From an optimization exercise on the open Yosys and OpenROAD flow, aimed at small area; shortcuts taken in it are not production practice.
Only simulation tests tie the RTL to the original design; equivalence was not proved.

==> run a <==
Design APB, start of the top module:
module APB
(
    input               PCLK,
    input               PRESETn,
    input       [31:0]  PADDR,
    input               PSEL,
    input               PENABLE,
    input               PWRITE,
    input       [31:0]  PWDATA,
    output      [31:0]  PRDATA,
    output              PREADY
);
    reg [31:0] ctrl_reg;
    reg [31:0] tx_data_reg;
    reg        ctrl_ok;
    reg        tx_ok;
    reg        ready;
    assign PREADY = ready;
    wire base      = (PADDR[31:4] == 28'd0) & (PADDR[1:0] == 2'd0);
    wire sel_ctrl  = base & (PADDR[3:2] == 2'd0);
    wire sel_stats = base & (PADDR[3:2] == 2'd1);
    wire sel_tx    = base & (PADDR[3:2] == 2'd2);
    wire sel_rx    = base & (PADDR[3:2] == 2'd3);
    wire wr       = ready & PSEL & PWRITE;
    wire wr_ctrl  = wr & sel_ctrl;
    wire wr_tx    = wr & sel_tx;
    wire [3:0] ctrl = ctrl_reg[3:0] & {4{ctrl_ok}};
    wire tx_wire;
    wire tx_busy, tx_done;
    wire rx_busy, rx_done, rx_err;
    wire [7:0] rx_data;
    transmitter transmitter_UART (
        .clk        (PCLK),
        .rst        (~ctrl_ok | ctrl[1]),
        .tx_en      (ctrl[0]),
        .data_ok    (tx_ok),
        .data       (tx_data_reg[7:0]),
        .TX         (tx_wire),
        .busy       (tx_busy),
        .done       (tx_done)
    );
    receiver receiver_UART (
        .clk        (PCLK),
        .rst        (~ctrl_ok | ctrl[3]),
        .rx_en      (ctrl[2]),
        .RX         (tx_wire),
        .busy       (rx_busy),
        .done       (rx_done),
        .err        (rx_err),
        .data       (rx_data)
    );
    assign PRDATA = sel_ctrl  ? (ctrl_reg & {32{ctrl_ok}})  :
                    sel_stats ? {27'b0, rx_err, rx_done, rx_busy, tx_done, tx_busy} :
                    sel_tx    ? (tx_data_reg & {32{tx_ok}}) :
  ...
==> flow/config.mk <==
export PLATFORM = sky130hd
export DESIGN_NAME = APB
export DESIGN_NICKNAME = APB
export VERILOG_FILES = /design/flow/design.v
export SDC_FILE = /design/flow/constraint.sdc
export NUM_CORES = 4
export LEC_CHECK = 0
export ABC_AREA = 1
export CAP_MARGIN = 20
export CORE_MARGIN = 2
export CORE_UTILIZATION = 40
export CTS_BUF_LIST = sky130_fd_sc_hd__clkbuf_2 sky130_fd_sc_hd__clkbuf_4
export SLEW_MARGIN = 20
==> flow/constraint.sdc <==
create_clock -name core_clock -period 10.0 [get_ports {PCLK}]
set_input_delay 2.0000 -clock core_clock [delete_from_list [all_inputs] [get_ports {PCLK}]]
set_output_delay 2.0000 -clock core_clock [all_outputs]
set_load 0.01 [all_outputs]
run.sh (not shown) runs the stock make flow with config.mk's settings and CLKGATE_MAP_FILE= SYNTH_SCRIPT=/design/flow/synth_recipe.tcl, a recipe that flattens the netlist after the stock synthesis.
==> run b: changes against run a <==
==> flow/flow/run.sh (new file) <==
#!/bin/bash
# Standard ORFS layout (the standard.sh, standard synthesis) with two changes:
# ports are buffered with sky130_fd_sc_hd__buf_1, and CTS uses small clock
# buffers and inserts no dummy loads.
set -euo pipefail
CTS="-sink_clustering_enable -repair_clock_nets -dont_use_dummy_load -buf_list {sky130_fd_sc_hd__clkbuf_4 sky130_fd_sc_hd__clkbuf_8}"
bash standard.sh \
  "BUFFER_PORTS_ARGS=-buffer_cell sky130_fd_sc_hd__buf_1" \
  "CTS_ARGS=$CTS" \
  finish > standard_make.log 2>&1
==> flow/standard.sh (new file) <==
#!/bin/bash
# synth_recipe.tcl (not shown) runs the flow's synth.tcl, then flattens the netlist and writes it again
# the make line also repeats each setting of config.mk as NAME=value (left out here)
make -C /OpenROAD-flow-scripts/flow DESIGN_CONFIG=/design/flow/config.mk WORK_HOME=/design/flow/orfs CLKGATE_MAP_FILE= SYNTH_SCRIPT=/design/flow/synth_recipe.tcl "${@:-finish}"
ABC_AREA = default   (was 1)
CTS_BUF_LIST = default   (was sky130_fd_sc_hd__clkbuf_2 sky130_fd_sc_hd__clkbuf_4)
removed: flow/run.sh
==> run c: changes against run a <==
ABC_AREA = default   (was 1)
CTS_BUF_LIST = default   (was sky130_fd_sc_hd__clkbuf_2 sky130_fd_sc_hd__clkbuf_4)
==> run d: changes against run a <==
==> flow/flow/run.sh (new file) <==
#!/bin/bash
# Standard ORFS layout (the standard.sh, standard synthesis) with two changes:
# ports are buffered with sky130_fd_sc_hd__buf_1, and CTS uses small clock
# buffers and inserts no dummy loads.
set -euo pipefail
CTS="-sink_clustering_enable -repair_clock_nets -dont_use_dummy_load -sink_clustering_size 24 -sink_clustering_max_diameter 80 -buf_list {sky130_fd_sc_hd__clkbuf_2 sky130_fd_sc_hd__clkbuf_4}"
bash standard.sh \
  "BUFFER_PORTS_ARGS=-buffer_cell sky130_fd_sc_hd__buf_1" \
  "CTS_ARGS=$CTS" \
  finish > standard_make.log 2>&1
==> flow/standard.sh (new file) <==
#!/bin/bash
# synth_recipe.tcl (not shown) runs the flow's synth.tcl, then flattens the netlist and writes it again
# the make line also repeats each setting of config.mk as NAME=value (left out here)
make -C /OpenROAD-flow-scripts/flow DESIGN_CONFIG=/design/flow/config.mk WORK_HOME=/design/flow/orfs CLKGATE_MAP_FILE= SYNTH_SCRIPT=/design/flow/synth_recipe.tcl "${@:-finish}"
ABC_AREA = default   (was 1)
CTS_BUF_LIST = default   (was sky130_fd_sc_hd__clkbuf_2 sky130_fd_sc_hd__clkbuf_4)
removed: flow/run.sh
==> notes <==
Sequential share of layout area: run d > run b > run c > run a.
Fmax: run d > run b > run a > run c.
Hold slack: run c > run a > run d > run b.
Between run c and run b, the lower non-clock buffer count is in run b (gap 1).
Between run b and run c, the lower via count is in run b (gap about 3%, measured against run c).
Die area is the same in run c and run d.
The lowest setup slack belongs to run c, the highest to run d.
==> figures <==
Result of the run: run c complete, no violations; run b complete, no violations; run d complete, no violations; run a complete, no violations
XOR/XNOR share of the synthesized area: run c 0.005688; run b 0.005688; run d 0.005688; run a 0
Time the final worst path needs with I/O delays and setup: run c 6.785 ns; run b 6.016 ns; run d 6.015 ns; run a 6.453 ns
Number of standard cells after synthesis: run c 380; run b 380; run d 380; run a 557
Average wire per cell in the routed design: run c 16.33 um; run b 15.54 um; run d 15.46 um; run a 13.72 um
Number of placed instances, taps included: run c 611; run b 610; run d 610; run a 820
Largest net degree at the start of global routing: run c 35; run b 35; run d 35; run a 33
Vias per Instance: run c 5.353; run b 5.322; run d 5.327; run a 4.722
Number of cells in the finished layout apart from fillers: run c 643; run b 627; run d 627; run a 853
DPL Wire Length: run c 7.177 mm; run b 6.679 mm; run d 6.679 mm; run a 8.407 mm
Final weighted congestion of routability-driven global placement: run c 0.8091; run b 0.7391; run d 0.7391; run a 0.7934
Most common cell type on the critical path: run c sky130_fd_sc_hd__clkdlybuf4s50_1; run b sky130_fd_sc_hd__buf_1; run d sky130_fd_sc_hd__buf_1; run a -
Met3 Track Usage GR: run c 0.07839; run b 0.06369; run d 0.06696; run a 0.07930
Portion of the post-synthesis area used by sequential elements: run c 0.6609; run b 0.6609; run d 0.6609; run a 0.6001
Most common library cell in the layout ignoring fill and taps: run c sky130_fd_sc_hd__clkdlybuf4s50_1; run b sky130_fd_sc_hd__buf_1; run d sky130_fd_sc_hd__buf_1; run a sky130_fd_sc_hd__nand2_1
Area fraction in compound gates after synthesis: run c 0.1178; run b 0.1178; run d 0.1178; run a 0.07255

port drivers added, routing unchanged:
The flow's constraints put no driver on any port. The routed layouts listed below were extracted and timed again, unchanged, in two steps. Step 1 sets driving cells, clkbuf_16 on the clock port and buf_2 on the other inputs (assumed; they add their load-dependent delay and slew). Step 2 adds t to the input delays and takes it off the output delays; t is the mean of the earliest and latest rising clock arrival at the registers after step 1. Input paths then give back, and output paths get back, about the clock's delay inside the block. Three values: no drivers, after step 1, after step 2; two values: the first two.
run	t (ns)	setup slack, ns	worst setup path at the end	pins driven straight from the clock port
run a	0.536	3.547 / 3.514 / 3.514	input to output	1
run b	0.442	3.984 / 3.951 / 3.951	input to output	1
run c	0.449	3.215 / 3.190 / 3.190	input to output	1
run d	0.514	3.985 / 3.951 / 3.951	input to output	1
After both steps every run listed still meets setup and hold. The setup slack of run d, which loses most, moves by -0.034 ns with the drivers and by -0.034 ns with both steps.
